What follows belongs to an exercise in optimizing a design on an open flow for small area, a short achievable clock period and few clock cycles; a production flow would make more cautious choices.
Only simulation tests tie the RTL to the original design; equivalence was not proved.

==> flow/design.v, too long to show whole: its modules and the start of the top module <==
// module fpmult_rtl: 263 lines
// module fpm_booth_tree: 6099 lines
// module fpm_fa: 4 lines
// module fpm_bsel: 3 lines
// module fpm_ha: 4 lines
module fpmult_rtl #(parameter int P=53, parameter int Q=11)(
    input  logic rst_in_N,
    input  logic clk_in,
    input  logic [P+Q-1:0] x_in,
    input  logic [P+Q-1:0] y_in,
    input  logic [1:0] round_in,
    input  logic start_in,
    output logic [P+Q-1:0] p_out,
    output logic [3:0] oor_out,
    output logic done_out
);
  // ...
==> flow/run.sh <==
#!/bin/bash
# synth_recipe.tcl (not shown) runs the flow's synth.tcl, then flattens the netlist and writes it again
# the make line also repeats each setting of config.mk as NAME=value (left out here)
make -C /OpenROAD-flow-scripts/flow DESIGN_CONFIG=/design/flow/config.mk WORK_HOME=/design/flow/orfs CLKGATE_MAP_FILE= SYNTH_SCRIPT=/design/flow/synth_recipe.tcl finish
==> flow/config.mk <==
export PLATFORM = sky130hd
export DESIGN_NAME = fpmult_rtl
export DESIGN_NICKNAME = fpmult_rtl
export VERILOG_FILES = /design/flow/design.v
export SDC_FILE = /design/flow/constraint.sdc
export NUM_CORES = 4
export LEC_CHECK = 0
export CAP_MARGIN = 20
export CORE_MARGIN = 2
export CORE_UTILIZATION = 40
export PLACE_DENSITY = 0.6
export SETUP_SLACK_MARGIN = 3
export SLEW_MARGIN = 20
export SYNTH_HIERARCHICAL = 1
export SYNTH_MINIMUM_KEEP_SIZE = 0
==> flow/constraint.sdc <==
create_clock -name core_clock -period 11.0 [get_ports {clk_in}]
set_input_delay 2.2000 -clock core_clock [delete_from_list [all_inputs] [get_ports {clk_in}]]
set_output_delay 2.2000 -clock core_clock [all_outputs]
set_load 0.01 [all_outputs]
==> reports/results.txt, run 1 <==
period utilization: 83.09%
share of cells above drive strength 1: 27.59%
# port buffers: 201
all-layer global routing usage: 36.67%
CP endpoint kind: output pin
FF+latch area: 5512 µm²
outcome: no timing/DRC/antenna violations
commonest non-fill, non-tap cells in the layout: xnor2_1 (1511), a22oi_2 (1406), fa_1 (1330)
CTS Buf Count: 29
Layout non-clock buf frac: 5.448%
r2r setup slk: 3.23 ns
placed cells: 11.25k
Skew-Pair Late Insertion Delay: 0.66 ns
CP arrival: 6.94 ns
worst hold path depth: 2
Via Count: 78.44k
Multi-input comb cells: 7419
Post-Route WL: 421.1 mm
Synth Area in XOR/XNOR: 16.64%
Reg-to-Reg Start: C[9]
Critical path buffers and inverters: 5
main combinational cell family by area after synthesis: adder cells
reg2reg path depth: 30
Die Footprint: 222900 µm²
Post-CTS Setup Bufs: 71
GPL Wtd Cong: 1.048
met2 routed wirelength: 178.7 mm
Mapped Area: 87660 µm²
Testbench counts, summed over its fixed seeds: cycles 960.
==> module fpmult_rtl, before the edit <==
module fpmult_rtl #(parameter int P=53, parameter int Q=11)(
    input  logic rst_in_N,
    input  logic clk_in,
    input  logic [P+Q-1:0] x_in,
    input  logic [P+Q-1:0] y_in,
    input  logic [1:0] round_in,
    input  logic start_in,
    output logic [P+Q-1:0] p_out,
    output logic [3:0] oor_out,
    output logic done_out
);
    localparam logic [2:0] ST_IDLE = 3'd0, ST_LEFT = 3'd1, ST_RIGHT = 3'd2, ST_FINAL = 3'd3, ST_SETTLE = 3'd4;
    logic [10:0] ex, ey;
    logic [51:0] fx, fy;
    logic        ex_z, ey_z, ex_o, ey_o, fx_nz, fy_nz, xn_z, yn_z;
    assign ex = x_in[62:52];
    assign ey = y_in[62:52];
    assign fx = x_in[51:0];
    assign fy = y_in[51:0];
    assign ex_z = ~|ex;
    assign ey_z = ~|ey;
    assign ex_o = &ex;
    assign ey_o = &ey;
    assign fx_nz = |fx;
    assign fy_nz = |fy;
    assign xn_z = ex_z & ~fx_nz;
    assign yn_z = ey_z & ~fy_nz;
    logic [52:0] sig_a, sig_b;
    assign sig_a = {~ex_z & ~ex_o, fx};
    assign sig_b = {~ey_z & ~ey_o, fy};
    logic [11:0] ein_c;
    always_comb begin
        if (ex_o | ey_o)
            ein_c = 12'h7ff;
        else if (xn_z | yn_z)
            ein_c = 12'h000;
        else
            ein_c = {1'b0, ex[10:1], ex[0] | ex_z} + {1'b0, ey[10:1], ey[0] | ey_z} - 12'd1023;
    end
    logic signed [11:0] ein_cs;
    assign ein_cs = ein_c;
    logic slow;
    assign slow = (ex_z & fx_nz) | (ey_z & fy_nz) | ((ein_cs <= 12'sd0) && (ein_cs >= -12'sd1022));
    logic [11:0] ein;
    logic [1:0]  rnd;
    logic        sgn, nan_r, spec_r;
    always_ff @(posedge clk_in) begin
        ein    <= ein_c;
        rnd    <= round_in;
        sgn    <= x_in[63] ^ y_in[63];
        nan_r  <= (ex_o & fx_nz) | (ey_o & fy_nz) | (ex_o & ~fx_nz & yn_z) | (ey_o & ~fy_nz & xn_z);
        spec_r <= ex_o | ey_o;
    end
    logic signed [11:0] ein_s;
    assign ein_s = ein;
    logic [105:0] tree_s, tree_c;
    fpm_booth_tree u_tree (.a(sig_a), .b(sig_b), .s(tree_s), .c(tree_c));
    logic [2:0]   st;
    logic [105:0] S, C;
    logic [6:0]   j;
    logic         denorm, sticky;
    logic [52:0] lo;
    logic        c53;
    assign {c53, lo} = {1'b0, S[52:0]} + {1'b0, C[52:0]};
    logic [52:0] ha_s, ha_c;
    assign ha_s = S[105:53] ^ C[105:53];
    assign ha_c = {S[104:53] & C[104:53], 1'b0};
    logic [52:0] gp_g [0:6];
    logic [52:0] gp_p [0:6];
    assign gp_g[0] = {ha_s[52:1] & ha_c[52:1], 1'b0};
    assign gp_p[0] = {ha_s[52:1] ^ ha_c[52:1], 1'b1};
    genvar lv, bi;
    generate
        for (lv = 0; lv < 6; lv++) begin : g_lv
            for (bi = 0; bi < 53; bi++) begin : g_bi
                if (bi >= (1 << lv)) begin : g_op
                    assign gp_g[lv+1][bi] = gp_g[lv][bi] | (gp_p[lv][bi] & gp_g[lv][bi - (1 << lv)]);
                    assign gp_p[lv+1][bi] = gp_p[lv][bi] & gp_p[lv][bi - (1 << lv)];
                end else begin : g_pass
                    assign gp_g[lv+1][bi] = gp_g[lv][bi];
                    assign gp_p[lv+1][bi] = gp_p[lv][bi];
                end
            end
        end
    endgenerate
    logic x0, g0, a0;
    assign x0 = ha_s[0];
    assign g0 = x0 & c53;       
    assign a0 = x0 | c53;       
    logic [52:0] U, U1;
    logic        U1_co;
    assign U[0]  = x0 ^ c53;
    assign U1[0] = ~(x0 ^ c53);
    generate
        for (bi = 1; bi < 53; bi++) begin : g_sum
            assign U[bi]  = (ha_s[bi] ^ ha_c[bi]) ^ (gp_g[6][bi-1] | (gp_p[6][bi-1] & g0));
            assign U1[bi] = (ha_s[bi] ^ ha_c[bi]) ^ (gp_g[6][bi-1] | (gp_p[6][bi-1] & a0));
        end
    endgenerate
    assign U1_co = &U;
    logic [105:0] PV;
    assign PV = {U, lo};
    logic q105;
    assign q105 = U[52];
    logic [50:0] zd;
    assign zd[0] = S[0] ^ C[0];
    assign zd[50:1] = (S[50:1] ^ C[50:1]) ^ (S[49:0] | C[49:0]);
    logic lo_nz;
    assign lo_nz = |zd;
    logic [11:0] e_pre;
    always_comb begin
        if (denorm)
            e_pre = 12'd0;
        else if (q105)
            e_pre = ein + 12'd1;
        else
            e_pre = ein - {5'd0, j};
    end
    logic signed [11:0] e_pre_s;
    assign e_pre_s = e_pre;
    logic pv_nz, shl, in_rng, zo;
    assign pv_nz  = |PV;
    assign shl    = ~PV[105] & pv_nz & ((j >= 7'd54) | (~PV[104] & ({5'd0, j} + 12'd1 < ein)));
    assign in_rng = (e_pre_s <= 12'sd0) && (e_pre_s >= -12'sd1021);
    assign zo     = ein_s <= -12'sd53;
    logic [5:0] trunc;
    assign trunc = 6'(-e_pre);
    logic [105:0] PVm;
    assign PVm = PV & ~({105'd0, q105 & ~zo} << 52);
    logic shl_sel, shr_first, shr_sel, hold_sel;
    assign shl_sel   = (st == ST_LEFT) & shl;
    assign shr_first = (st == ST_LEFT) & ~shl & in_rng;
    assign shr_sel   = shr_first | (st == ST_RIGHT);
    assign hold_sel  = ((st == ST_LEFT) & ~shl & ~in_rng) | (st == ST_SETTLE);
    logic sig_nz_r;
    logic [6:0] rcount;
    assign rcount = zo ? 7'd127 : {1'b0, trunc} + {6'd0, q105};
    always_ff @(posedge clk_in or negedge rst_in_N) begin
        if (!rst_in_N)
            st <= ST_IDLE;
        else begin
            case (st)
                ST_LEFT:  st <= shl ? ST_LEFT : (in_rng & (rcount != 7'd0)) ? ST_RIGHT : ST_SETTLE;
                ST_RIGHT: st <= (j == 7'd1) ? ST_SETTLE : ST_RIGHT;
                ST_SETTLE: st <= ST_FINAL;
                default:  st <= start_in ? (slow ? ST_LEFT : ST_FINAL) : ST_IDLE;
            endcase
        end
    end
    logic busy;
    assign busy = (st == ST_LEFT) | (st == ST_RIGHT) | (st == ST_SETTLE);
    always_ff @(posedge clk_in) begin
        if (!busy)
            S <= tree_s;
        else if (shl_sel)
            S <= {PV[104:0], 1'b0};
        else if (shr_sel)
            S <= {1'b0, PVm[105:1]};
        else
            S <= PV;
        C <= busy ? 106'd0 : tree_c;
        if (shl_sel)
            j <= j + 7'd1;
        else if (shr_first)
            j <= rcount;
        else if (st == ST_RIGHT)
            j <= j - 7'd1;
        else if (!hold_sel)
            j <= 7'd0;
        if (shr_first) begin
            denorm <= 1'b1;
            sticky <= PVm[0];
        end else if (st == ST_RIGHT) begin
            sticky <= sticky | PV[0];
        end else if (!shl_sel && !hold_sel) begin
            denorm <= 1'b0;
            sticky <= 1'b0;
        end
        sig_nz_r <= |sig;
    end
    assign done_out = (st == ST_FINAL);
    logic g, s_b, lsb;
    assign g   = q105 ? lo[52] : lo[51];
    assign s_b = lo_nz | (q105 & lo[51]) | sticky;
    assign lsb = q105 ? U[0] : lo[52];
    logic inc;
    always_comb begin
        case (rnd)
            2'd0: inc = g & (s_b | lsb);
            2'd1: inc = 1'b0;
            2'd2: inc = (g | s_b) & sgn;
            default: inc = (g | s_b) & ~sgn;
        endcase
    end
    logic        cy, top;
    logic [51:0] sig;
    always_comb begin
        if (q105) begin
            cy  = inc & U1_co;
            top = 1'b1;
            sig = inc ? U1[51:0] : U[51:0];
        end else begin
            cy  = inc & lo[52] & U1[52];
            top = U[51] | (inc & lo[52] & U1[51]) ;
            sig = inc ? (lo[52] ? {U1[50:0], 1'b0} : {U[50:0], 1'b1}) : {U[50:0], lo[52]};
        end
        if (cy) begin
            sig = 52'd0;
            top = 1'b1;
        end
    end
    logic [11:0] e_hi, e_lo;
    assign e_hi = ein + 12'd1;
    assign e_lo = denorm ? 12'd0 : ein - {5'd0, j};
    logic [11:0] e_hi_n, e_lo_n;
    assign e_hi_n = ein_c + 12'd1;
    assign e_lo_n = busy ? e_lo : ein_c;
    logic signed [11:0] e_hi_ns, e_lo_ns;
    assign e_hi_ns = e_hi_n;
    assign e_lo_ns = e_lo_n;
    logic ovf_hi, ovf_lo, sub_hi, sub_lo, one_lo;
    logic [10:0] eo_hi, eo_lo;
    always_ff @(posedge clk_in) begin
        ovf_hi <= (e_hi_ns < -12'sd1024) || (e_hi_n == 12'h7ff);
        ovf_lo <= (e_lo_ns < -12'sd1024) || (e_lo_n == 12'h7ff);
        sub_hi <= e_hi_ns < 12'sd1;
        sub_lo <= e_lo_ns < 12'sd1;
        one_lo <= e_lo_n == 12'd1;
        eo_hi  <= e_hi_n[10:0];
        eo_lo  <= e_lo_n[10:0];
    end
    logic use_hi;
    assign use_hi = cy | (q105 & ~denorm);
    logic ovf, sub;
    assign ovf = use_hi ? ovf_hi : ovf_lo;
    assign sub = use_hi ? sub_hi : (sub_lo | (one_lo & ~top));
    logic to_inf;
    assign to_inf = spec_r | (rnd == 2'd0) | ((rnd == 2'd2) & sgn) | ((rnd == 2'd3) & ~sgn);
    logic [10:0] eo;
    logic [51:0] so;
    always_comb begin
        if (nan_r) begin
            eo = 11'h7ff;
            so = 52'd1;
        end else if (ovf) begin
            eo = to_inf ? 11'h7ff : 11'h7fe;
            so = to_inf ? 52'd0 : {52{1'b1}};
        end else if (sub) begin
            eo = 11'd0;
            so = sig;
        end else begin
            eo = use_hi ? eo_hi : eo_lo;
            so = sig;
        end
    end
    logic cls_sub;
    assign cls_sub = ~nan_r & ~ovf & sub;
    assign p_out = {sgn, eo, so};
    assign oor_out[3] = cls_sub & ~sig_nz_r;
    assign oor_out[2] = ~nan_r & ovf & to_inf;
    assign oor_out[1] = nan_r;
    assign oor_out[0] = cls_sub & sig_nz_r;
endmodule
==> run 2, diff against run 1 <==
--- a/flow/design.v
+++ b/flow/design.v
@@ -63,39 +63,9 @@
     logic        c53;
-    assign {c53, lo} = {1'b0, S[52:0]} + {1'b0, C[52:0]};
-    logic [52:0] ha_s, ha_c;
-    assign ha_s = S[105:53] ^ C[105:53];
-    assign ha_c = {S[104:53] & C[104:53], 1'b0};
-    logic [52:0] gp_g [0:6];
-    logic [52:0] gp_p [0:6];
-    assign gp_g[0] = {ha_s[52:1] & ha_c[52:1], 1'b0};
-    assign gp_p[0] = {ha_s[52:1] ^ ha_c[52:1], 1'b1};
-    genvar lv, bi;
-    generate
-        for (lv = 0; lv < 6; lv++) begin : g_lv
-            for (bi = 0; bi < 53; bi++) begin : g_bi
-                if (bi >= (1 << lv)) begin : g_op
-                    assign gp_g[lv+1][bi] = gp_g[lv][bi] | (gp_p[lv][bi] & gp_g[lv][bi - (1 << lv)]);
-                    assign gp_p[lv+1][bi] = gp_p[lv][bi] & gp_p[lv][bi - (1 << lv)];
-                end else begin : g_pass
-                    assign gp_g[lv+1][bi] = gp_g[lv][bi];
-                    assign gp_p[lv+1][bi] = gp_p[lv][bi];
-                end
-            end
-        end
-    endgenerate
-    logic x0, g0, a0;
-    assign x0 = ha_s[0];
-    assign g0 = x0 & c53;       
-    assign a0 = x0 | c53;       
+    fpm_add_lo u_add_lo (.a(S[52:0]), .b(C[52:0]), .s(lo), .co(c53));
     logic [52:0] U, U1;
-    logic        U1_co;
-    assign U[0]  = x0 ^ c53;
-    assign U1[0] = ~(x0 ^ c53);
-    generate
-        for (bi = 1; bi < 53; bi++) begin : g_sum
-            assign U[bi]  = (ha_s[bi] ^ ha_c[bi]) ^ (gp_g[6][bi-1] | (gp_p[6][bi-1] & g0));
-            assign U1[bi] = (ha_s[bi] ^ ha_c[bi]) ^ (gp_g[6][bi-1] | (gp_p[6][bi-1] & a0));
-        end
-    endgenerate
-    assign U1_co = &U;
+    logic        ones53, ones52;
+    fpm_add_hi u_add_hi (.a(S[105:53]), .b(C[105:53]), .ci(c53), .s(U), .s1(U1),
+                         .ones53(ones53), .ones52(ones52));
+    logic U1_co;
+    assign U1_co = ones53;
     logic [105:0] PV;
@@ -202,3 +172,3 @@
         end else begin
-            cy  = inc & lo[52] & U1[52];
+            cy  = inc & lo[52] & ones52;
             top = U[51] | (inc & lo[52] & U1[51]) ;
@@ -263,2 +233,80 @@
 endmodule
+module fpm_add_lo (
+    input  logic [52:0] a,
+    input  logic [52:0] b,
+    output logic [52:0] s,
+    output logic        co
+);
+    logic [52:0] g [0:6];
+    logic [52:0] p [0:6];
+    assign g[0] = a & b;
+    assign p[0] = a ^ b;
+    genvar lv, i;
+    generate
+        for (lv = 0; lv < 6; lv++) begin : g_lv
+            for (i = 0; i < 53; i++) begin : g_i
+                if (i >= (1 << lv)) begin : g_op
+                    assign g[lv+1][i] = g[lv][i] | (p[lv][i] & g[lv][i - (1 << lv)]);
+                    assign p[lv+1][i] = p[lv][i] & p[lv][i - (1 << lv)];
+                end else begin : g_pass
+                    assign g[lv+1][i] = g[lv][i];
+                    assign p[lv+1][i] = p[lv][i];
+                end
+            end
+        end
+    endgenerate
+    assign s[0] = p[0][0];
+    assign s[52:1] = p[0][52:1] ^ g[6][51:0];
+    assign co = g[6][52];
+endmodule
+module fpm_add_hi (
+    input  logic [52:0] a,
+    input  logic [52:0] b,
+    input  logic        ci,
+    output logic [52:0] s,
+    output logic [52:0] s1,
+    output logic        ones53,   
+    output logic        ones52    
+);
+    logic [52:0] hs, hc;
+    assign hs = a ^ b;
+    assign hc = {a[51:0] & b[51:0], 1'b0};
+    logic [52:0] z1, z2;
+    assign z1[0] = ~hs[0];
+    assign z2[0] = hs[0];
+    assign z1[52:1] = (hs[52:1] ^ hc[52:1]) ^ (hs[51:0] | hc[51:0]);
+    assign z2[1]    = (hs[1] ^ hc[1]) ^ 1'b1;
+    assign z2[52:2] = (hs[52:2] ^ hc[52:2]) ^ (hs[51:1] | hc[51:1]);
+    assign ones53 = ci ? ~|z2 : ~|z1;
+    assign ones52 = ci ? ~|z2[51:0] : ~|z1[51:0];
+    logic [52:0] g [0:6];
+    logic [52:0] p [0:6];
+    assign g[0] = {hs[52:1] & hc[52:1], 1'b0};
+    assign p[0] = {hs[52:1] ^ hc[52:1], 1'b1};
+    genvar lv, i;
+    generate
+        for (lv = 0; lv < 6; lv++) begin : g_lv
+            for (i = 0; i < 53; i++) begin : g_i
+                if (i >= (1 << lv)) begin : g_op
+                    assign g[lv+1][i] = g[lv][i] | (p[lv][i] & g[lv][i - (1 << lv)]);
+                    assign p[lv+1][i] = p[lv][i] & p[lv][i - (1 << lv)];
+                end else begin : g_pass
+                    assign g[lv+1][i] = g[lv][i];
+                    assign p[lv+1][i] = p[lv][i];
+                end
+            end
+        end
+    endgenerate
+    logic g0, a0;
+    assign g0 = hs[0] & ci;
+    assign a0 = hs[0] | ci;
+    assign s[0]  = hs[0] ^ ci;
+    assign s1[0] = ~(hs[0] ^ ci);
+    generate
+        for (i = 1; i < 53; i++) begin : g_sum
+            assign s[i]  = p[0][i] ^ (g[6][i-1] | (p[6][i-1] & g0));
+            assign s1[i] = p[0][i] ^ (g[6][i-1] | (p[6][i-1] & a0));
+        end
+    endgenerate
+endmodule
 module fpm_booth_tree (
==> reports/results.txt, run 2 <==
Post-Synthesis Cells: 8153 (was 8287)
HP Class: flip-flop to flip-flop (unchanged)
CTS Buf Count: 29 (unchanged)
GPL Wtd Cong: 1.016 (was 1.048)
fin nets: 10.28k (was 10.37k)
CTS HTree Levels: 1 (unchanged)
# port buffers: 201 (unchanged)
DR DRC count: 0 (unchanged)
worst rel slew slack: 16.94% (was 22.17%)
max-capacitance violation count: 0 (unchanged)
antenna viol nets, final: 0 (unchanged)
io pins: 202 (unchanged)
CP Max Fanout: 6 (unchanged)
WS Path Type: flip-flop to output pin (unchanged)
clk slew on worst S/H paths: 0.07 ns (was 0.08 ns)
all-layer global routing usage: 35.67% (was 36.67%)
period utilization: 82.00% (was 83.09%)
Vias/cell: 6.756 (was 6.852)
share of cells above drive strength 1: 26.97% (was 27.59%)
fmax: 110.9 MHz (was 109.4 MHz)
vias in the first global route: 79.62k (was 81.84k)
grt ovf: 0 (unchanged)
core area: 219100 µm² (was 217600 µm²)
CP arrival: 6.82 ns (was 6.94 ns)
row cnt: 172 (was 171)
Mapped Area: 87870 µm² (was 87660 µm²)
unrepaired setup endpoints after global routing: yes (unchanged)
Bufs on Longest Clock Path: 3 (unchanged)
largest net degree at the start of global routing: 81 (was 89)
Final Max Slew Viols: 0 (unchanged)
r2r setup slk: 3.05 ns (was 3.23 ns)
commonest non-fill, non-tap cells in the layout: xnor2_1 (1597), a22oi_2 (1404), fa_1 (1330) (was xnor2_1 (1511), a22oi_2 (1406), fa_1 (1330))
startpoint types: flip-flop (unchanged)
Largest stage delay, worst path: 0.65 ns (was 0.54 ns)
Routed WL per cell: 36.25 µm (was 36.79 µm)
final setup fails: 0 (unchanged)
Starting Density: 40.11% (was 40.29%)
CP endpoint kind: output pin (unchanged)
Clock Sinks: 269 (unchanged)
first-pass GRT wire length: 582.0 mm (was 598.5 mm)
DR pass1 iterations: 6 (was 9)
fin cells: 11.33k (was 11.45k)
critical path's slowest cell: or4_4 (unchanged)
cts hold-fix bufs: 0 (unchanged)
TritonCTS clock tree: yes (unchanged)
actual slew at the worst max-slew pin: 1.244 ns (was 1.167 ns)
Yosys warning count: 13 (was 9)
Syn Area/Cell: 10.78 µm² (was 10.58 µm²)
Final Hold Viols: 0 (unchanged)
fin crit period: 9.020 ns (was 9.140 ns)
outcome: no timing/DRC/antenna violations (unchanged)
Critical Path End: p_out[55] (was p_out[46])
largest registers: C (106), S (106), ein (12) (unchanged)
initial antenna violation count: 18 (was 25)
Worst Skew: 0.02423 ns (was 0.05261 ns)
final core utilization: 44.57% (was 44.77%)
reg2reg path depth: 30 (unchanged)
Via Count: 76.53k (was 78.44k)
placed cells: 11.16k (was 11.25k)
Die Wd: 472.7 µm (was 472.1 µm)
synth-to-layout area growth: 11.13% (about the same)
Detail Placement HPWL: 285.9 mm (was 293.2 mm)
Reg-to-Reg Start: C[5] (was C[9])
Post-Route WL: 410.6 mm (was 421.1 mm)
Critical Path RT: 8.80 ns (about the same)
DRT iter0 DRCs: 8668 (was 9416)
root buffer cell: clkbuf_16 (unchanged)
Fin Setup TNS: 0 ns (unchanged)
commonest non-fill, non-tap cell in the layout: xnor2_1 (unchanged)
reg2reg end: S[104] (was S[103])
Die Ht: 472.7 µm (was 472.1 µm)
Skew-Pair Late Insertion Delay: 0.64 ns (was 0.66 ns)
Die Footprint: 223400 µm² (was 222900 µm²)
Hold Worst Slack: 0.5809 ns (was 0.6620 ns)
CP startpoint: C[5] (was C[12])
==> run 2: timing repair <==
action | in CTS | in global routing
cloned | 14 | 1
buffers inserted | 45 | 49
pin swaps | 33 | 41
setup endpoints to repair | 190 | 197
resized for setup | 374 | 81
endpoints found under the hold margin | 0 | 0
==> run 2: worst min-delay path by stage <==
stage / startpoint / end / slack, ns / depth (start not counted)
after floorplan: st[1] / st[0] / 0.50 / 1
after global placement: st[1] / st[0] / 0.55 / 1
after CTS: st[1] / st[0] / 0.56 / 1
final: st[1] / st[0] / 0.58 / 1
after detailed placement: st[1] / st[0] / 0.56 / 1
after global routing: st[1] / st[0] / 0.62 / 1
==> run 2: layout make-up <==
type                       instances  area [µm²]
clock inverter                    19       296.5
clock buffer                      34       817.0
antenna                            7       17.52
fill                           20740      121400
inverter                         323        1225
tap                             2871        3592
sequential                       269        5498
multi-input combinational       7227       81110
timing repair inverter             1       8.758
timing repair buffer             577        5077
==> run 2: metrics by stage <==
stage	setup slack (ns)	area [µm²]
floorplan	2.776	89900
global placement	0.8709	94760
detailed placement	0.7494	94770
CTS	1.722	96720
global route	1.802	97630
finish	1.980	97640
==> run 2: metal layers <==
| layer | global-route usage (%) | share of wire, % | vias up |
|---|---|---|---|
| met5 | 0 | 0.018 | - |
| met4 | 18.02 | 6.0 | 12 |
| met3 | 10.65 | 12 | 1466 |
| met2 | 54.84 | 44 | 5739 |
| met1 | 45.36 | 39 | 39430 |
| li1 | - | - | 29880 |
==> run 2: worst max-delay path: cells and delay by family (launching register included) <==
| family | cells | cell delay, ns |
|---|---|---|
| flops | 1 | 0.34 |
| compound gates | 8 | 1.10 |
| simple gates | 14 | 2.94 |
| buf+inv | 5 | 0.60 |
| xor+xnor | 1 | 0.21 |
| fa+ha+maj | 3 | 0.64 |
| mux | 1 | 0.31 |
Testbench counts of run 2, summed over its fixed seeds: cycles 960.
==> run 3, diff against run 2 <==
--- a/flow/config.mk
+++ b/flow/config.mk
@@ -7,2 +7,3 @@
 export LEC_CHECK = 0
+export ABC_AREA = 1
 export CAP_MARGIN = 20
@@ -13,3 +14 @@
 export SLEW_MARGIN = 20
-export SYNTH_HIERARCHICAL = 1
-export SYNTH_MINIMUM_KEEP_SIZE = 0
==> reports/results.txt, run 3 <==
Critical Path RT: 11.48 ns (was 8.80 ns)
all-layer global routing usage: 39.75% (was 35.67%)
CP Max Fanout: 52 (was 6)
Starting Density: 40.29% (was 40.11%)
Detail Placement HPWL: 330.7 mm (was 285.9 mm)
CP dominant cell by count: fa_1
busiest grt layer: met2 (unchanged)
largest net degree at the start of global routing: 128 (was 81)
Via Count: 89.08k (was 76.53k)
CTS Buf Count: 35 (was 29)
outcome: no timing/DRC/antenna violations (unchanged)
met2 global-route usage: 56.08% (was 54.84%)
largest registers: S (106), C (105), ein (12) (was C (106), S (106), ein (12))
synth-to-layout area growth: 7.480% (was 11.13%)
share of cells above drive strength 1: 6.453% (was 26.97%)
# port buffers: 201 (unchanged)
cts hold-fix bufs: 0 (unchanged)
crit path cell chain: buf_2 > buf_4 > or2_2 > inv_1 > a21oi_4 > buf_4 > o22ai_1 > xor2_1 > fa_1 > inv_1 > fa_1 > fa_1 > fa_1 > fa_1 > fa_1 > fa_1 > inv_1 > nor2_1
Yosys warning count: 7 (was 13)
max reg flops: 106
Most flops, register: S
fin crit period: 8.077 ns (was 9.020 ns)
Distinct cells, synth: 62
most frequent cells after synthesis: inv_1 (1976), nand2_1 (1960), xor2_1 (1491), o22ai_1 (1419), fa_1 (1308)
most instantiated library cell after synthesis: inv_1
critical path's slowest cell: buf_4 (was or4_4)
clk slew on worst S/H paths: 0.07 ns (about the same)
DR pass1 iterations: 10 (was 6)
Post-synth top flop: dfxtp_1
unrepaired setup endpoints after global routing: yes (unchanged)
Clock Sinks: 268 (was 269)
#FFs+latches synth: 268
CP arrival: 8.56 ns (was 6.82 ns)
grt met3 use: 15.47% (was 10.65%)
initial antenna violation count: 21 (was 18)
reg2reg path depth: 36 (was 30)
worst rel slew slack: 15.38% (was 16.94%)
cell taking the most area after synthesis: fa_1
CP endpoint kind: flip-flop (was output pin)
antenna viol nets, final: 0 (unchanged)
met1 usage: 51.02% (was 45.36%)
vias in the first global route: 88.56k (was 79.62k)
Final Max Slew Viols: 0 (unchanged)
Fin Setup TNS: 0 ns (unchanged)
r2r setup slk: 3.82 ns (was 3.05 ns)
final core utilization: 43.30% (was 44.57%)
DRT iter0 DRCs: 12.62k (was 8668)
Die Ht: 471.9 µm (was 472.7 µm)
final setup fails: 0 (unchanged)
Worst Skew: 0.05601 ns (was 0.02423 ns)
Area contributors post-synth: fa_1 (30%), xor2_1 (15%), o22ai_1 (10%)
GPL Wtd Cong: 1.031 (was 1.016)
actual slew at the worst max-slew pin: 1.265 ns (was 1.244 ns)
ys async rst share: 1.119%
Syn Area/Cell: 7.427 µm² (was 10.78 µm²)
period utilization: 73.42% (was 82.00%)
grt ovf: 0 (unchanged)
Mapped Area: 87580 µm² (was 87870 µm²)
Largest stage delay, worst path: 0.89 ns (was 0.65 ns)
Filler cells: 22.33k (was 20.74k)
CTS HTree Levels: 2 (was 1)
Final Hold Viols: 0 (unchanged)
Post-Route WL: 457.7 mm (was 410.6 mm)
Die Footprint: 222700 µm² (was 223400 µm²)
sequential share of the synthesized area: 6.235%
DR DRC count: 0 (unchanged)
worst hold path depth: 2 (was 1)
startpoint types: primary input (was flip-flop)
core area: 217400 µm² (was 219100 µm²)
TritonCTS clock tree: yes (unchanged)
commonest non-fill, non-tap cell in the layout: inv_1 (was xnor2_1)
Yosys top cell area share: 29.90%
HP Class: flip-flop to flip-flop (unchanged)
first-pass GRT wire length: 642.0 mm (was 582.0 mm)
Vias/cell: 6.214 (was 6.756)
Skew-Pair Late Insertion Delay: 0.62 ns (was 0.64 ns)
WS Path Type: primary input to flip-flop (was flip-flop to output pin)
root buffer cell: clkbuf_16 (unchanged)
Die Wd: 471.9 µm (was 472.7 µm)
row cnt: 171 (was 172)
fmax: 123.8 MHz (was 110.9 MHz)
commonest non-fill, non-tap cells in the layout: inv_1 (1966), nand2_1 (1942), xor2_1 (1491) (was xnor2_1 (1597), a22oi_2 (1404), fa_1 (1330))
Bufs on Longest Clock Path: 3 (unchanged)
fin nets: 13.29k (was 10.28k)
max-capacitance violation count: 0 (unchanged)
Post-synth EDFFs: 8
Routed WL per cell: 31.93 µm (was 36.25 µm)
Post-Synthesis Cells: 11.79k (was 8153)
io pins: 202 (unchanged)
run 3: logic make-up after synthesis:
kind of cell    Yosys count  share of synthesized area [%]
compound gates         1996                          13.69
buf+inv                2981                          13.00
flops                   268                          6.235
fa+ha+maj              1709                          35.63
simple gates           3269                          15.71
xor+xnor               1559                          15.62
mux                      10                         0.1143
run 3: layer usage:
layer,part of all wire [%],wire length (µm)
met4,7.8,35630
met1,38,174200
met3,14,65820
met5,0.11,511
met2,40,181500
run 3: path summary, 6_finish.rpt:
check / start / endpoint
min reg2reg: denorm / denorm
min: denorm / denorm
max: x_in[29] / C[58]
max reg2reg: C[13] / S[36]
max in group asynchronous: rst_in_N / st[1]
min in group asynchronous: rst_in_N / st[0]
run 3: final cells by class:
class | instances | area, µm² | area share, %
Clock buffer | 41 | 970.9 | 1.031
Inverter | 2106 | 7990 | 8.488
Tap cell | 2854 | 3571 | 3.794
Timing Repair inverter | 1 | 8.758 | 0.009304
Sequential cell | 268 | 5461 | 5.802
Antenna cell | 13 | 32.53 | 0.03456
Timing Repair Buffer | 483 | 4205 | 4.467
Clock inverter | 21 | 239.0 | 0.2539
Multi-Input combinational cell | 8548 | 71650 | 76.12
run 3: per-stage QoR:
step | hold WS (ns) | instance area [µm²] | instances | worst slack [ns]
5_1_grt | 0.7290 | 94100 | 14320 | 2.937
6_report | 0.6999 | 94130 | 14340 | 2.923
2_1_floorplan | 0.5104 | 87580 | 11790 | 3.856
3_3_place_gp | 0.6842 | 91770 | 14220 | 1.580
3_5_place_dp | 0.6684 | 91860 | 14220 | 1.431
4_1_cts | 0.6902 | 93340 | 14300 | 2.981
run 3: repair_timing:
action	CTS	global route
pin swaps	11	16
setup endpoints to repair	145	137
gates resized for setup	123	139
cloned	4	3
buffers inserted	9	22
run 3: critical path: cells and delay by family:
family | cells | cell delay, ns
buffers and inverters | 6 | 1.80
xor gates and xnor gates | 1 | 0.22
adders and majority gates | 7 | 3.56
AOI/OAI and AO/OA | 2 | 0.29
and+or+nand+nor | 2 | 0.43
==> module fpm_fa, before the edit <==
module fpm_fa (input logic a, input logic b, input logic c, output logic s, output logic co);
    assign s = ~(~a ^ b ^ c);
    assign co = ~((~a & ~b) | (~a & ~c) | (~b & ~c));
endmodule
==> run 4, diff against run 3 <==
--- a/flow/design.v
+++ b/flow/design.v
@@ -151,32 +151,20 @@
     assign done_out = (st == ST_FINAL);
-    logic g, s_b, lsb;
-    assign g   = q105 ? lo[52] : lo[51];
-    assign s_b = lo_nz | (q105 & lo[51]) | sticky;
-    assign lsb = q105 ? U[0] : lo[52];
-    logic inc;
-    always_comb begin
-        case (rnd)
-            2'd0: inc = g & (s_b | lsb);
-            2'd1: inc = 1'b0;
-            2'd2: inc = (g | s_b) & sgn;
-            default: inc = (g | s_b) & ~sgn;
-        endcase
-    end
-    logic        cy, top;
-    logic [51:0] sig;
-    always_comb begin
-        if (q105) begin
-            cy  = inc & U1_co;
-            top = 1'b1;
-            sig = inc ? U1[51:0] : U[51:0];
-        end else begin
-            cy  = inc & lo[52] & ones52;
-            top = U[51] | (inc & lo[52] & U1[51]) ;
-            sig = inc ? (lo[52] ? {U1[50:0], 1'b0} : {U[50:0], 1'b1}) : {U[50:0], lo[52]};
-        end
-        if (cy) begin
-            sig = 52'd0;
-            top = 1'b1;
-        end
-    end
+    logic ne_m, up_m;
+    assign ne_m = rnd == 2'd0;
+    assign up_m = ((rnd == 2'd2) & sgn) | ((rnd == 2'd3) & ~sgn);
+    logic st0, st1;
+    assign st0 = lo_nz | sticky;
+    assign st1 = lo_nz | lo[51] | sticky;
+    logic inc0, inc1;
+    assign inc0 = (ne_m & lo[51] & (st0 | lo[52])) | (up_m & (lo[51] | st0));
+    assign inc1 = (ne_m & lo[52] & (st1 | U[0])) | (up_m & (lo[52] | st1));
+    logic cy0, cy1;
+    assign cy0 = inc0 & lo[52] & ones52;
+    assign cy1 = inc1 & U1_co;
+    logic [51:0] sig0, sig1, sig;
+    assign sig0 = cy0 ? 52'd0 : inc0 ? (lo[52] ? {U1[50:0], 1'b0} : {U[50:0], 1'b1}) : {U[50:0], lo[52]};
+    assign sig1 = cy1 ? 52'd0 : inc1 ? U1[51:0] : U[51:0];
+    assign sig  = q105 ? sig1 : sig0;
+    logic top0;
+    assign top0 = cy0 | U[51] | (inc0 & lo[52] & U1[51]);
     logic [11:0] e_hi, e_lo;
@@ -202,25 +190,15 @@
     logic use_hi;
-    assign use_hi = cy | (q105 & ~denorm);
-    logic ovf, sub;
-    assign ovf = use_hi ? ovf_hi : ovf_lo;
-    assign sub = use_hi ? sub_hi : (sub_lo | (one_lo & ~top));
+    assign use_hi = q105 ? (~denorm | cy1) : cy0;
     logic to_inf;
     assign to_inf = spec_r | (rnd == 2'd0) | ((rnd == 2'd2) & sgn) | ((rnd == 2'd3) & ~sgn);
-    logic [10:0] eo;
+    logic ovf, sub;
+    assign ovf = use_hi ? ovf_hi : ovf_lo;
+    assign sub = use_hi ? sub_hi : (sub_lo | (one_lo & ~top0));
+    logic [10:0] eo_a, eo_b, eo;
+    assign eo_a = nan_r ? 11'h7ff : ovf_hi ? (to_inf ? 11'h7ff : 11'h7fe) : sub_hi ? 11'd0 : eo_hi;
+    assign eo_b = nan_r ? 11'h7ff : ovf_lo ? (to_inf ? 11'h7ff : 11'h7fe) :
+                  (sub_lo | (one_lo & ~top0)) ? 11'd0 : eo_lo;
+    assign eo = use_hi ? eo_a : eo_b;
     logic [51:0] so;
-    always_comb begin
-        if (nan_r) begin
-            eo = 11'h7ff;
-            so = 52'd1;
-        end else if (ovf) begin
-            eo = to_inf ? 11'h7ff : 11'h7fe;
-            so = to_inf ? 52'd0 : {52{1'b1}};
-        end else if (sub) begin
-            eo = 11'd0;
-            so = sig;
-        end else begin
-            eo = use_hi ? eo_hi : eo_lo;
-            so = sig;
-        end
-    end
+    assign so = nan_r ? 52'd1 : ovf ? {52{~to_inf}} : sig;
     logic cls_sub;
@@ -6411,4 +6389,3 @@
 module fpm_fa (input logic a, input logic b, input logic c, output logic s, output logic co);
-    assign s = ~(~a ^ b ^ c);
-    assign co = ~((~a & ~b) | (~a & ~c) | (~b & ~c));
+    assign {co, s} = {1'b0, a} + {1'b0, b} + {1'b0, c};
 endmodule
==> reports/results.txt, run 4 <==
row cnt: 169 (was 171)
Starting Density: 40.29% (about the same)
grt ovf: 0 (unchanged)
Distinct cells, synth: 55 (was 62)
Syn Area/Cell: 7.615 µm² (was 7.427 µm²)
#FFs+latches synth: 268 (unchanged)
largest registers: S (106), C (105), ein (12) (unchanged)
Detail Placement HPWL: 324.9 mm (was 330.7 mm)
CP endpoint kind: flip-flop (unchanged)
DRT iter0 DRCs: 13.00k (was 12.62k)
sequential share of the synthesized area: 6.384% (was 6.235%)
io pins: 202 (unchanged)
Final Hold Viols: 0 (unchanged)
Clock Sinks: 268 (unchanged)
largest net degree at the start of global routing: 82 (was 128)
DR top layer: met5 (unchanged)
TritonCTS clock tree: yes (unchanged)
synth-to-layout area growth: 9.294% (was 7.480%)
Post-synth EDFFs: 8 (unchanged)
most instantiated library cell after synthesis: nand2_1 (was inv_1)
Post-synth top flop: dfxtp_1 (unchanged)
most frequent cells after synthesis: nand2_1 (1944), xor2_1 (1518), o22ai_1 (1411), inv_1 (1332), fa_1 (1308) (was inv_1 (1976), nand2_1 (1960), xor2_1 (1491), o22ai_1 (1419), fa_1 (1308))
HP Class: flip-flop to flip-flop (unchanged)
first-pass GRT wire length: 633.0 mm (was 642.0 mm)
cell taking the most area after synthesis: fa_1 (unchanged)
Met1 Wirelength: 167.1 mm (was 174.2 mm)
WS Path Type: primary input to flip-flop (unchanged)
fmax: 124.5 MHz (was 123.8 MHz)
Die Ht: 466.4 µm (was 471.9 µm)
# port buffers: 201 (unchanged)
fin nets: 12.82k (was 13.29k)
Routed WL per cell: 32.59 µm (was 31.93 µm)
unrepaired setup endpoints after global routing: no (was yes)
period utilization: 73.04% (was 73.42%)
final instance area: 93490 µm² (was 94130 µm²)
Yosys top cell area share: 30.61% (was 29.90%)
Critical Path RT: 11.64 ns (was 11.48 ns)
vias in the first global route: 86.17k (was 88.56k)
Post-Synthesis Cells: 11.23k (was 11.79k)
share of cells above drive strength 1: 8.121% (was 6.453%)
GPL Wtd Cong: 1.073 (was 1.031)
initial antenna violation count: 25 (was 21)
Largest stage delay, worst path: 0.76 ns (was 0.89 ns)
Mapped Area: 85540 µm² (was 87580 µm²)
worst slack, placed: 1.534 ns (was 1.431 ns)
critical path's slowest cell: a21oi_4 (was buf_4)
DR DRC count: 0 (unchanged)
actual slew at the worst max-slew pin: 1.318 ns (was 1.265 ns)
worst rel slew slack: 12.13% (was 15.38%)
root buffer cell: clkbuf_16 (unchanged)
fin crit period: 8.034 ns (was 8.077 ns)
CTS Buf Count: 40 (was 35)
cell area after placement: 90130 µm² (was 91860 µm²)
Via Count: 87.90k (was 89.08k)
Vias/cell: 6.347 (was 6.214)
ys async rst share: 1.119% (unchanged)
Skew-Pair Late Insertion Delay: 0.71 ns (was 0.62 ns)
CP arrival: 8.68 ns (was 8.56 ns)
Area contributors post-synth: fa_1 (31%), xor2_1 (16%), o22ai_1 (10%) (was fa_1 (30%), xor2_1 (15%), o22ai_1 (10%))
Yosys warning count: 7 (unchanged)
Fin Setup TNS: 0 ns (unchanged)
Most flops, register: S (unchanged)
Die Footprint: 217600 µm² (was 222700 µm²)
core area: 212300 µm² (was 217400 µm²)
DR WL met3: 70.10 mm (was 65.82 mm)
antenna viol nets, final: 0 (unchanged)
Bufs on Longest Clock Path: 3 (unchanged)
commonest non-fill, non-tap cell in the layout: nand2_1 (was inv_1)
CTS HTree Levels: 2 (unchanged)
Post-Route WL: 451.3 mm (was 457.7 mm)
clk slew on worst S/H paths: 0.07 ns (about the same)
outcome: no timing/DRC/antenna violations (unchanged)
all-layer global routing usage: 40.22% (was 39.75%)
CP dominant cell by count: fa_1 (unchanged)
CP Max Fanout: 17 (was 52)
DR pass1 iterations: 14 (was 10)
max-capacitance violation count: 0 (unchanged)
met2 routed wirelength: 177.0 mm (was 181.5 mm)
Final WS setup: 2.966 ns (was 2.923 ns)
Die Wd: 466.4 µm (was 471.9 µm)
commonest non-fill, non-tap cells in the layout: nand2_1 (1919), xor2_1 (1515), o22ai_1 (1411) (was inv_1 (1966), nand2_1 (1942), xor2_1 (1491))
Hold Worst Slack: 0.4612 ns (was 0.6999 ns)
Worst Skew: 0.06741 ns (was 0.05601 ns)
r2r setup slk: 3.46 ns (was 3.82 ns)
crit path cell chain: clkdlybuf4s18_2 > nor2_1 > a21oi_4 > buf_4 > o22ai_1 > xor2_1 > fa_1 > fa_1 > fa_1 > fa_1 > fa_1 > fa_1 > fa_1 > or2_2 > nand2_1 (was buf_2 > buf_4 > or2_2 > inv_1 > a21oi_4 > buf_4 > o22ai_1 > xor2_1 > fa_1 > inv_1 > fa_1 > fa_1 > fa_1 > fa_1 > fa_1 > fa_1 > inv_1 > nor2_1)
max reg flops: 106 (unchanged)
cts hold-fix bufs: 0 (unchanged)
Final Max Slew Viols: 0 (unchanged)
final setup fails: 0 (unchanged)
startpoint types: primary input (unchanged)
[run 4: path summary, 6_finish.rpt]
kind,start,to,cells after the start
worst max-delay path,x_in[5],S[47],15
worst min-delay path,denorm,denorm,2
worst max register to register,C[41],S[71],34
worst min register to register,denorm,denorm,2
max in group asynchronous,rst_in_N,st[2],1
min in group asynchronous,rst_in_N,st[0],1
[run 4: repair_timing]
action                                  in CTS  in global routing
pin swaps                                   12                 12
buffers inserted                            35                 31
cloned                                      10                 10
gates resized for setup                    113                188
endpoints found under the setup margin     221                158
[run 4: cell type report]
type                       instances  area (µm²)
sequential                       268        5487
inverter                        1449        5555
antenna                           18       45.04
timing repair buffer             557        5226
fill                           21440      118800
timing repair inverter             2       17.52
multi-input combinational       8660       72240
clock buffer                      48        1071
tap                             2821        3530
clock inverter                    25       314.1
[run 4: per-layer routing]
metal	vias up	track usage, %
met5	-	1.427
met4	24	24.41
met3	2089	18.31
met2	7499	55.79
met1	42550	50.46
li1	35740	-
[run 4: worst max-delay path: cells and delay by family]
family,cells,cell delay (ns)
AO/OA/AOI/OAI,2,0.89
adder cells (fa/ha/maj),7,3.66
XOR/XNOR,1,0.21
buffers and inverters,2,1.03
AND/OR/NAND/NOR,3,0.67
[run 4: through the flow]
stage / cells / util [%]
5_1_grt: 13840 / 44.02
2_1_floorplan: 11230 / -
4_1_cts: 13780 / 43.49
3_5_place_dp: 13660 / 42.45
3_3_place_gp: 13660 / 42.44
6_report: 13850 / 44.04
[run 4: logic make-up (layout without fill, tap and decap cells)]
logic type | Yosys count | in the layout | share of synthesized area, %
XOR/XNOR | 1573 | 1573 | 16.11
buffers and inverters | 2316 | 2081 | 10.40
other | 0 | 18 | 0
AND/OR/NAND/NOR | 3457 | 3462 | 17.12
adder cells (fa/ha/maj) | 1709 | 1709 | 36.48
flip-flops | 268 | 268 | 6.384
AO/OA/AOI/OAI | 1910 | 1916 | 13.50
Testbench counts of run 4, summed over its fixed seeds: cycles 960.
==> run 5, diff against run 4 <==
==> flow/flow/run.sh (new file) <==
#!/bin/bash
# The standard layout (the standard.sh, unchanged synthesis and steps), with
# one difference: the buffers that placement puts on every input and output
# port are sky130_fd_sc_hd__buf_4 instead of the cell the resizer picks by
# itself (a delay cell, clkdlybuf4s50_1).
set -euo pipefail
export BUFFER_PORTS_ARGS="-buffer_cell sky130_fd_sc_hd__buf_4"
bash standard.sh > standard_flow.log 2>&1
==> flow/standard.sh (new file) <==
#!/bin/bash
# synth_recipe.tcl (not shown) runs the flow's synth.tcl, then flattens the netlist and writes it again
# the make line also repeats each setting of config.mk as NAME=value (left out here)
make -C /OpenROAD-flow-scripts/flow DESIGN_CONFIG=/design/flow/config.mk WORK_HOME=/design/flow/orfs CLKGATE_MAP_FILE= SYNTH_SCRIPT=/design/flow/synth_recipe.tcl "${@:-finish}"
removed: flow/run.sh
==> reports/results.txt, run 5 <==
startpoint types: primary input (unchanged)
Worst Skew: 0.04814 ns (was 0.06741 ns)
cell taking the most area after synthesis: fa_1 (unchanged)
fin crit period: 8.079 ns (was 8.034 ns)
Detail Placement HPWL: 326.5 mm (was 324.9 mm)
worst rel slew slack: 6.353% (was 12.13%)
Starting Density: 40.29% (unchanged)
outcome: no timing/DRC/antenna violations (unchanged)
Post-synth EDFFs: 8 (unchanged)
Most flops, register: S (unchanged)
DRT iter0 DRCs: 12.77k (was 13.00k)
Fin Setup TNS: 0 ns (unchanged)
Final Hold Viols: 0 (unchanged)
Clock Sinks: 268 (unchanged)
CP endpoint kind: flip-flop (unchanged)
max reg flops: 106 (unchanged)
Final Max Slew Viols: 0 (unchanged)
antenna viol nets, final: 0 (unchanged)
Routed WL per cell: 32.83 µm (was 32.59 µm)
Yosys warning count: 7 (unchanged)
share of cells above drive strength 1: 8.255% (was 8.121%)
most instantiated library cell after synthesis: nand2_1 (unchanged)
initial antenna violation count: 24 (was 25)
synth-to-layout area growth: 6.860% (was 9.294%)
Via Count: 87.15k (was 87.90k)
DR DRC count: 0 (unchanged)
most frequent cells after synthesis: nand2_1 (1944), xor2_1 (1518), o22ai_1 (1411), inv_1 (1332), fa_1 (1308) (unchanged)
actual slew at the worst max-slew pin: 1.405 ns (was 1.318 ns)
Skew-Pair Late Insertion Delay: 0.70 ns (was 0.71 ns)
CP dominant cell by count: fa_1 (unchanged)
commonest non-fill, non-tap cells in the layout: nand2_1 (1932), xor2_1 (1517), o22ai_1 (1411) (was nand2_1 (1919), xor2_1 (1515), o22ai_1 (1411))
all-layer global routing usage: 40.39% (was 40.22%)
HP Class: flip-flop to flip-flop (unchanged)
unrepaired setup endpoints after global routing: yes (was no)
core area: 212300 µm² (unchanged)
Distinct cells, synth: 55 (unchanged)
row cnt: 169 (unchanged)
Critical Path RT: 11.62 ns (was 11.64 ns)
Post-synth top flop: dfxtp_1 (unchanged)
Post-Synthesis Cells: 11.23k (unchanged)
fin nets: 12.70k (was 12.82k)
Mapped Area: 85540 µm² (unchanged)
DR pass1 iterations: 10 (was 14)
TritonCTS clock tree: yes (unchanged)
largest net degree at the start of global routing: 83 (was 82)
Largest stage delay, worst path: 1.11 ns (was 0.76 ns)
crit path cell chain: buf_4 > or2_2 > inv_1 > a21oi_4 > buf_4 > o22ai_1 > xor2_1 > fa_1 > fa_1 > fa_1 > fa_1 > fa_1 > fa_1 > or2_2 > nand2_1 (was clkdlybuf4s18_2 > nor2_1 > a21oi_4 > buf_4 > o22ai_1 > xor2_1 > fa_1 > fa_1 > fa_1 > fa_1 > fa_1 > fa_1 > fa_1 > or2_2 > nand2_1)
Vias/cell: 6.347 (about the same)
Bufs on Longest Clock Path: 3 (unchanged)
vias in the first global route: 86.10k (was 86.17k)
Yosys top cell area share: 30.61% (unchanged)
first-pass GRT wire length: 633.7 mm (was 633.0 mm)
#FFs+latches synth: 268 (unchanged)
# port buffers: 201 (unchanged)
CP arrival: 8.70 ns (was 8.68 ns)
final core utilization: 43.05% (was 44.04%)
root buffer cell: clkbuf_16 (unchanged)
Post-Route WL: 450.8 mm (was 451.3 mm)
Die Wd: 466.4 µm (unchanged)
commonest non-fill, non-tap cell in the layout: nand2_1 (unchanged)
io pins: 202 (unchanged)
CP Max Fanout: 22 (was 17)
CTS Buf Count: 40 (unchanged)
fmax: 123.8 MHz (was 124.5 MHz)
ys async rst share: 1.119% (unchanged)
critical path's slowest cell: a21oi_4 (unchanged)
max-capacitance violation count: 0 (unchanged)
clk slew on worst S/H paths: 0.06 ns (was 0.07 ns)
sequential share of the synthesized area: 6.384% (unchanged)
Area contributors post-synth: fa_1 (31%), xor2_1 (16%), o22ai_1 (10%) (unchanged)
largest registers: S (106), C (105), ein (12) (unchanged)
GPL Wtd Cong: 1.081 (was 1.073)
WS Path Type: primary input to flip-flop (unchanged)
Die Ht: 466.4 µm (unchanged)
final instance area: 91400 µm² (was 93490 µm²)
cell area after placement: 89320 µm² (was 90130 µm²)
CTS HTree Levels: 2 (unchanged)
final setup fails: 0 (unchanged)
Die Footprint: 217600 µm² (unchanged)
period utilization: 73.44% (was 73.04%)
r2r setup slk: 3.36 ns (was 3.46 ns)
Critical path buffers and inverters: 3 (was 2)
Syn Area/Cell: 7.615 µm² (unchanged)
grt ovf: 0 (unchanged)
CP delay by family, top: adder cells (unchanged)
run 5: path summary, 6_finish.rpt:
check / start / to / cells after the start
worst min register to register: denorm / denorm / 2
max in group asynchronous: rst_in_N / st[0] / 1
worst max-delay path: x_in[45] / S[59] / 15
worst min-delay path: denorm / denorm / 2
worst max register to register: C[20] / S[68] / 31
min in group asynchronous: rst_in_N / st[2] / 1
run 5: what timing repair did:
item | 4_1_cts | 5_1_grt
pin swaps | 5 | 4
endpoints found under the setup margin | 66 | 111
hold buffers | 0 | 0
resized for setup | 42 | 66
cloned | 3 | 0
setup buffers | 2 | 8
run 5: worst reg2reg max path, delay by kind of cell (launching register included):
family / cells / cell delay (ns)
simple gates: 21 / 3.63
buf+inv: 6 / 2.10
fa+ha+maj: 2 / 0.58
xor+xnor: 1 / 0.51
flops: 1 / 0.36
compound gates: 1 / 0.30
run 5: final cells by class:
class                           instances  area [µm²]
Antenna cell                           20       50.05
Clock buffer                           49        1127
Clock inverter                         25       367.9
Fill cell                           21620      120900
Inverter                             1449        5504
Multi-Input combinational cell       8652       71840
Sequential cell                       268        5478
Tap cell                             2821        3530
Timing Repair Buffer                  447        3510
run 5: metal layers:
layer,GRT usage (%),wire length [µm],up-vias
met5,2.174,609,-
met4,24.06,36220,22
met3,18.01,68260,2187
met2,56.51,178200,7291
met1,50.63,167600,42190
li1,-,-,35470
run 5: logic make-up after synthesis:
group           Yosys count  share of synthesized area, %
flops                   268                         6.384
fa+ha+maj              1709                         36.48
simple gates           3457                         17.12
xor+xnor               1573                         16.11
compound gates         1910                         13.50
buf+inv                2316                         10.40
run 5: per-stage QoR:
step	setup slack [ns]	std cells	hold WS, ns
after floorplan	3.608	11230	0.4183
after global placement	2.042	13620	0.4363
after detailed placement	1.961	13620	0.4423
after CTS	2.998	13700	0.4533
after global routing	2.926	13720	0.4844
final	2.921	13730	0.4491
==> run 6, diff against run 5 <==
--- a/flow/design.v
+++ b/flow/design.v
@@ -225,5 +225,5 @@
             for (i = 0; i < 53; i++) begin : g_i
-                if (i >= (1 << lv)) begin : g_op
-                    assign g[lv+1][i] = g[lv][i] | (p[lv][i] & g[lv][i - (1 << lv)]);
-                    assign p[lv+1][i] = p[lv][i] & p[lv][i - (1 << lv)];
+                if ((i >> lv) & 1) begin : g_op
+                    assign g[lv+1][i] = g[lv][i] | (p[lv][i] & g[lv][((i >> lv) << lv) - 1]);
+                    assign p[lv+1][i] = p[lv][i] & p[lv][((i >> lv) << lv) - 1];
                 end else begin : g_pass
@@ -267,5 +267,5 @@
             for (i = 0; i < 53; i++) begin : g_i
-                if (i >= (1 << lv)) begin : g_op
-                    assign g[lv+1][i] = g[lv][i] | (p[lv][i] & g[lv][i - (1 << lv)]);
-                    assign p[lv+1][i] = p[lv][i] & p[lv][i - (1 << lv)];
+                if ((i >> lv) & 1) begin : g_op
+                    assign g[lv+1][i] = g[lv][i] | (p[lv][i] & g[lv][((i >> lv) << lv) - 1]);
+                    assign p[lv+1][i] = p[lv][i] & p[lv][((i >> lv) << lv) - 1];
                 end else begin : g_pass
--- a/flow/config.mk
+++ b/flow/config.mk
@@ -12,3 +12,3 @@
 export PLACE_DENSITY = 0.6
-export SETUP_SLACK_MARGIN = 3
+export SETUP_SLACK_MARGIN = 4
 export SLEW_MARGIN = 20
==> reports/results.txt, run 6 <==
final instance area: 92830 µm² (was 91400 µm²)
io pins: 202 (unchanged)
final setup fails: 0 (unchanged)
grt ovf: 0 (unchanged)
antenna viol nets, final: 0 (unchanged)
Critical Path RT: 11.56 ns (was 11.62 ns)
CP Max Fanout: 7 (was 22)
commonest non-fill, non-tap cell in the layout: xor2_1 (was nand2_1)
synth-to-layout area growth: 14.11% (was 6.860%)
CP endpoint kind: flip-flop (unchanged)
DRT iter0 DRCs: 13.78k (was 12.77k)
cell area after placement: 84890 µm² (was 89320 µm²)
Post-Synthesis Cells: 10.17k (was 11.23k)
Final Max Slew Viols: 0 (unchanged)
sequential share of the synthesized area: 6.712% (was 6.384%)
Post-Route WL: 420.7 mm (was 450.8 mm)
commonest non-fill, non-tap cells in the layout: xor2_1 (1446), o22ai_1 (1338), nand2_1 (1296) (was nand2_1 (1932), xor2_1 (1517), o22ai_1 (1411))
Yosys warning count: 7 (unchanged)
HP Class: flip-flop to flip-flop (unchanged)
first-pass GRT wire length: 584.8 mm (was 633.7 mm)
startpoint types: primary input (unchanged)
core area: 202100 µm² (was 212300 µm²)
Area contributors post-synth: fa_1 (32%), xor2_1 (16%), o22ai_1 (10%) (was fa_1 (31%), xor2_1 (16%), o22ai_1 (10%))
Hold Worst Slack: 0.5673 ns (was 0.4491 ns)
ys async rst share: 1.119% (unchanged)
WS Path Type: primary input to flip-flop (unchanged)
CP arrival: 7.69 ns (was 8.70 ns)
vias in the first global route: 80.81k (was 86.10k)
Post-synth top flop: dfxtp_1 (unchanged)
Clock Sinks: 268 (unchanged)
CTS Buf Count: 35 (was 40)
cell taking the most area after synthesis: fa_1 (unchanged)
Bufs on Longest Clock Path: 3 (unchanged)
Starting Density: 40.25% (was 40.29%)
Vias/cell: 6.532 (was 6.347)
Post-synth EDFFs: 8 (unchanged)
Yosys top cell area share: 32.31% (was 30.61%)
Most flops, register: S (unchanged)
all-layer global routing usage: 39.10% (was 40.39%)
most frequent cells after synthesis: xor2_1 (1465), o22ai_1 (1361), nand2_1 (1358), fa_1 (1313), inv_1 (976) (was nand2_1 (1944), xor2_1 (1518), o22ai_1 (1411), inv_1 (1332), fa_1 (1308))
max reg flops: 106 (unchanged)
Skew-Pair Late Insertion Delay: 0.64 ns (was 0.70 ns)
max-capacitance violation count: 0 (unchanged)
Final WS setup: 3.868 ns (was 2.921 ns)
Detail Placement HPWL: 282.6 mm (was 326.5 mm)
final core utilization: 45.93% (was 43.05%)
worst slack, placed: 2.309 ns (was 1.961 ns)
Die Footprint: 207000 µm² (was 217600 µm²)
Fin Setup TNS: 0 ns (unchanged)
TritonCTS clock tree: yes (unchanged)
outcome: no timing/DRC/antenna violations (unchanged)
Via Count: 83.31k (was 87.15k)
worst rel slew slack: 12.64% (was 6.353%)
CTS HTree Levels: 2 (unchanged)
root buffer cell: clkbuf_16 (unchanged)
largest net degree at the start of global routing: 138 (was 83)
fmax: 140.2 MHz (was 123.8 MHz)
most instantiated library cell after synthesis: xor2_1 (was nand2_1)
Syn Area/Cell: 8.000 µm² (was 7.615 µm²)
initial antenna violation count: 21 (was 24)
Die Ht: 455.0 µm (was 466.4 µm)
largest registers: S (106), C (105), ein (12) (unchanged)
Final Hold Viols: 0 (unchanged)
Routed WL per cell: 32.99 µm (was 32.83 µm)
# port buffers: 201 (unchanged)
Die Wd: 455.0 µm (was 466.4 µm)
fin crit period: 7.132 ns (was 8.079 ns)
clk slew on worst S/H paths: 0.07 ns (was 0.06 ns)
DR DRC count: 0 (unchanged)
Distinct cells, synth: 63 (was 55)
row cnt: 165 (was 169)
GPL Wtd Cong: 1.079 (was 1.081)
period utilization: 64.84% (was 73.44%)
actual slew at the worst max-slew pin: 1.306 ns (was 1.405 ns)
#FFs+latches synth: 268 (unchanged)
unrepaired setup endpoints after global routing: yes (unchanged)
cts hold-fix bufs: 0 (unchanged)
DR pass1 iterations: 20 (was 10)
share of cells above drive strength 1: 15.47% (was 8.255%)
Worst Skew: 0.06090 ns (was 0.04814 ns)
fin nets: 11.88k (was 12.70k)
Mapped Area: 81350 µm² (was 85540 µm²)
run 6: changes by cell type in the layout (fill, tap and decap cells not counted), sizes merged, moves of 36 or more:
| cell | delta |
|---|---|
| inv | -361 |
| nand2 | -576 |
| nand4 | -48 |
| o21ai | +78 |
| buf | +212 |
| o22ai | -50 |
| xor2 | -52 |
| nor2 | -51 |
| o211ai | +36 |
run 6: kinds of logic (layout without fill, tap and decap cells):
kind of cell | after synthesis | count (layout) | synth area share (%)
adders and majority gates | 1712 | 1712 | 38.45
and+or+nand+nor | 2723 | 2727 | 14.38
DFF | 268 | 268 | 6.712
other | 0 | 22 | 0
xor gates and xnor gates | 1529 | 1529 | 16.47
AOI/OAI and AO/OA | 1985 | 1990 | 14.76
buffers and inverters | 1952 | 1834 | 9.230
run 6: worst paths after layout:
kind	from	to	slack, ns	depth (start not counted)
max	y_in[56]	S[63]	3.87	20
min	denorm	denorm	0.57	2
max reg2reg	S[37]	S[50]	4.31	32
min reg2reg	denorm	denorm	0.57	2
max in group asynchronous	rst_in_N	st[2]	9.50	1
min in group asynchronous	rst_in_N	st[0]	1.38	1
run 6: final cells by class:
type / count / area (µm²)
Antenna cell: 22 / 55.05
Clock buffer: 40 / 945.9
Clock inverter: 24 / 340.3
Fill cell: 19490 / 109300
Inverter: 1081 / 4472
Multi-Input combinational cell: 7958 / 71160
Sequential cell: 268 / 5562
Tap cell: 2672 / 3343
Timing Repair Buffer: 678 / 6850
Timing Repair inverter: 11 / 96.34
run 6: layer usage:
layer / share of wire [%] / track usage (%) / vias up
met5: 0.32 / 2.275 / -
met4: 9.9 / 27.86 / 36
met3: 17 / 20.47 / 2315
met2: 38 / 52.73 / 7629
met1: 35 / 47.05 / 40230
li1: - / - / 33100
run 6: timing repair:
action / 4_1_cts / 5_1_grt
resized for setup: 448 / 538
buffers inserted: 121 / 117
gates cloned: 26 / 11
endpoints found under the setup margin: 240 / 197
pin swaps: 57 / 148
run 6: worst max-delay path, stage by stage:
cell and delay, ns:
buf_6 0.10, inv_4 0.05, nand4_1 0.16, nor4_2 0.21, and3_4 0.26, inv_4 0.05, nand2_8 0.12, clkinv_16 0.13
buf_6 0.19, buf_4 0.16, a22oi_2 0.46, ha_1 0.36, fa_1 0.57, fa_1 0.45, fa_1 0.53, fa_2 0.41
fa_1 0.47, fa_1 0.42, or2_2 0.30, nand2_1 0.06
run 6: per-stage QoR:
stage	instances
2_1_floorplan	10170
3_3_place_gp	12390
3_5_place_dp	12390
4_1_cts	12600
5_1_grt	12740
6_report	12750
Testbench counts of run 6, summed over its fixed seeds: cycles 960.
==> run 7, diff against run 6 <==
--- a/flow/config.mk
+++ b/flow/config.mk
@@ -14 +14,2 @@
 export SLEW_MARGIN = 20
+export TNS_END_PERCENT = 20
==> reports/results.txt, run 7 <==
Critical Path RT: 11.48 ns (was 11.56 ns)
grt ovf: 0 (unchanged)
commonest non-fill, non-tap cells in the layout: xor2_1 (1447), o22ai_1 (1342), nand2_1 (1294) (was xor2_1 (1446), o22ai_1 (1338), nand2_1 (1296))
vias in the first global route: 80.28k (was 80.81k)
initial antenna violation count: 26 (was 21)
actual slew at the worst max-slew pin: 1.208 ns (was 1.306 ns)
DR pass1 iterations: 13 (was 20)
Starting Density: 40.25% (unchanged)
largest registers: S (106), C (105), ein (12) (unchanged)
Clock Sinks: 268 (unchanged)
Worst Skew: 0.08694 ns (was 0.06090 ns)
Post-Synthesis Cells: 10.17k (unchanged)
hold path endpoint: denorm (unchanged)
period utilization: 65.08% (was 64.84%)
CP dominant cell by count: fa_1 (unchanged)
unrepaired setup endpoints after global routing: yes (unchanged)
max-capacitance violation count: 0 (unchanged)
worst hold path depth: 2 (unchanged)
worst slack, placed: 1.852 ns (was 2.309 ns)
cell taking the most area after synthesis: fa_1 (unchanged)
final setup fails: 0 (unchanged)
Skew-Pair Late Insertion Delay: 0.68 ns (was 0.64 ns)
Area contributors post-synth: fa_1 (32%), xor2_1 (16%), o22ai_1 (10%) (unchanged)
DR top layer: met5 (unchanged)
commonest non-fill, non-tap cell in the layout: xor2_1 (unchanged)
Final WS setup: 3.842 ns (was 3.868 ns)
worst rel slew slack: 19.46% (was 12.64%)
#FFs+latches synth: 268 (unchanged)
row cnt: 165 (unchanged)
Via Count: 82.15k (was 83.31k)
CP endpoint kind: flip-flop (unchanged)
Routed WL per cell: 33.00 µm (was 32.99 µm)
WS Path Type: primary input to flip-flop (unchanged)
share of cells above drive strength 1: 15.40% (was 15.47%)
most frequent cells after synthesis: xor2_1 (1465), o22ai_1 (1361), nand2_1 (1358), fa_1 (1313), inv_1 (976) (unchanged)
Syn Area/Cell: 8.000 µm² (unchanged)
Die Ht: 455.0 µm (unchanged)
outcome: no timing/DRC/antenna violations (unchanged)
CTS HTree Levels: 2 (unchanged)
synth-to-layout area growth: 13.72% (was 14.11%)
Post-synth EDFFs: 8 (unchanged)
Hold Crit Start: denorm (unchanged)
antenna viol nets, final: 0 (unchanged)
fmax: 139.7 MHz (was 140.2 MHz)
critical path's slowest cell: xor2_1 (was fa_1)
Most flops, register: S (unchanged)
FF+latch area: 5584 µm² (was 5562 µm²)
==> run 7: worst max path at each step <==
stage                         from   endpoint  slack [ns]  depth (start not counted)
after floorplan           x_in[33]      S[59]        3.96                         15
after global placement        C[3]  p_out[13]        2.07                         30
after detailed placement      C[3]  p_out[13]        1.85                         31
after CTS                  x_in[9]      S[48]        3.87                         18
after global routing       x_in[1]      S[52]        3.85                         19
final                     x_in[39]      C[40]        3.84                         12
==> run 7: layout make-up <==
cell class	instances	share of cell area, %
antenna	8	0.02164
multi-input combinational	7955	77.00
sequential	268	6.036
timing repair inverter	13	0.1014
inverter	1081	4.755
tap	2672	3.614
clock buffer	49	1.162
timing repair buffer	644	6.984
clock inverter	20	0.3233
==> run 7: tightest hold or removal path: cells and delay by family, from the launching register on <==
family	cells	cell delay, ns
DFF	1	0.39
and+or+nand+nor	2	0.14
==> run 7: per-stage QoR <==
stage	instances	instance area [µm²]	utilization, %	hold slack, ns
2_1_floorplan	10170	81870	-	0.4392
6_report	12710	92510	45.77	0.5709
3_3_place_gp	12380	84830	41.97	0.5316
4_1_cts	12580	89050	44.06	0.5557
3_5_place_dp	12380	84880	42.00	0.5357
5_1_grt	12710	92500	45.77	0.5848
==> run 7: cell families (layout without fill, tap and decap cells) <==
| family | Yosys count | count (layout) | synth area share (%) |
|---|---|---|---|
| other | 0 | 8 | 0 |
| adders and majority gates | 1712 | 1712 | 38.45 |
| AOI/OAI and AO/OA | 1985 | 1988 | 14.76 |
| DFF | 268 | 268 | 6.712 |
| buffers and inverters | 1952 | 1807 | 9.230 |
| and+or+nand+nor | 2723 | 2726 | 14.38 |
| xor gates and xnor gates | 1529 | 1529 | 16.47 |
==> run 7: per-layer routing <==
layer	vias to the layer above	global-route usage, %
met2	7072	53.87
met4	44	26.26
met1	40000	47.87
li1	33020	-
met5	-	0.5974
met3	2005	18.65
==> run 7: what timing repair did <==
item | in CTS | in global routing
pin swaps | 58 | 150
hold endpoints to repair | 0 | 0
setup buffers | 105 | 108
gates resized for setup | 412 | 611
cloned | 20 | 15
setup endpoints to repair | 237 | 172

re-timing with driven ports:
No port has a modelled driver above. Below, the same layouts with a new extraction and two added sets of constraints.
Step 1 assumes that a clkbuf_16 drives the clock port and a buf_2 every other input.
Step 2, shift: input delay + t, output delay - t, t = (earliest + latest rising clock arrival at the registers) / 2. This alone moves slack from input paths to output paths.
Slacks: ideal ports / drivers / drivers and shift; pairs: ideal ports / drivers.
run | t (ns) | setup WS [ns] | latest minus earliest clock arrival (ns)
run 1 | 0.704 | 1.860 / 1.793 / 2.262 | 0.052 / 0.052
run 2 | 0.704 | 1.980 / 1.906 / 2.301 | 0.024 / 0.024
run 3 | 0.682 | 2.923 / 2.987 / 2.305 | 0.057 / 0.056
run 4 | 0.740 | 2.966 / 2.977 / 2.237 | 0.068 / 0.068
run 5 | 0.749 | 2.921 / 2.832 / 2.083 | 0.048 / 0.048
run 6 | 0.691 | 3.868 / 3.838 / 3.147 | 0.061 / 0.060
run 7 | 0.713 | 3.842 / 3.852 / 3.139 | 0.087 / 0.087
After both steps setup and hold are still met in every run listed. The setup slack of run 5, which loses most, moves by -0.089 ns with the drivers and by -0.838 ns with both steps.
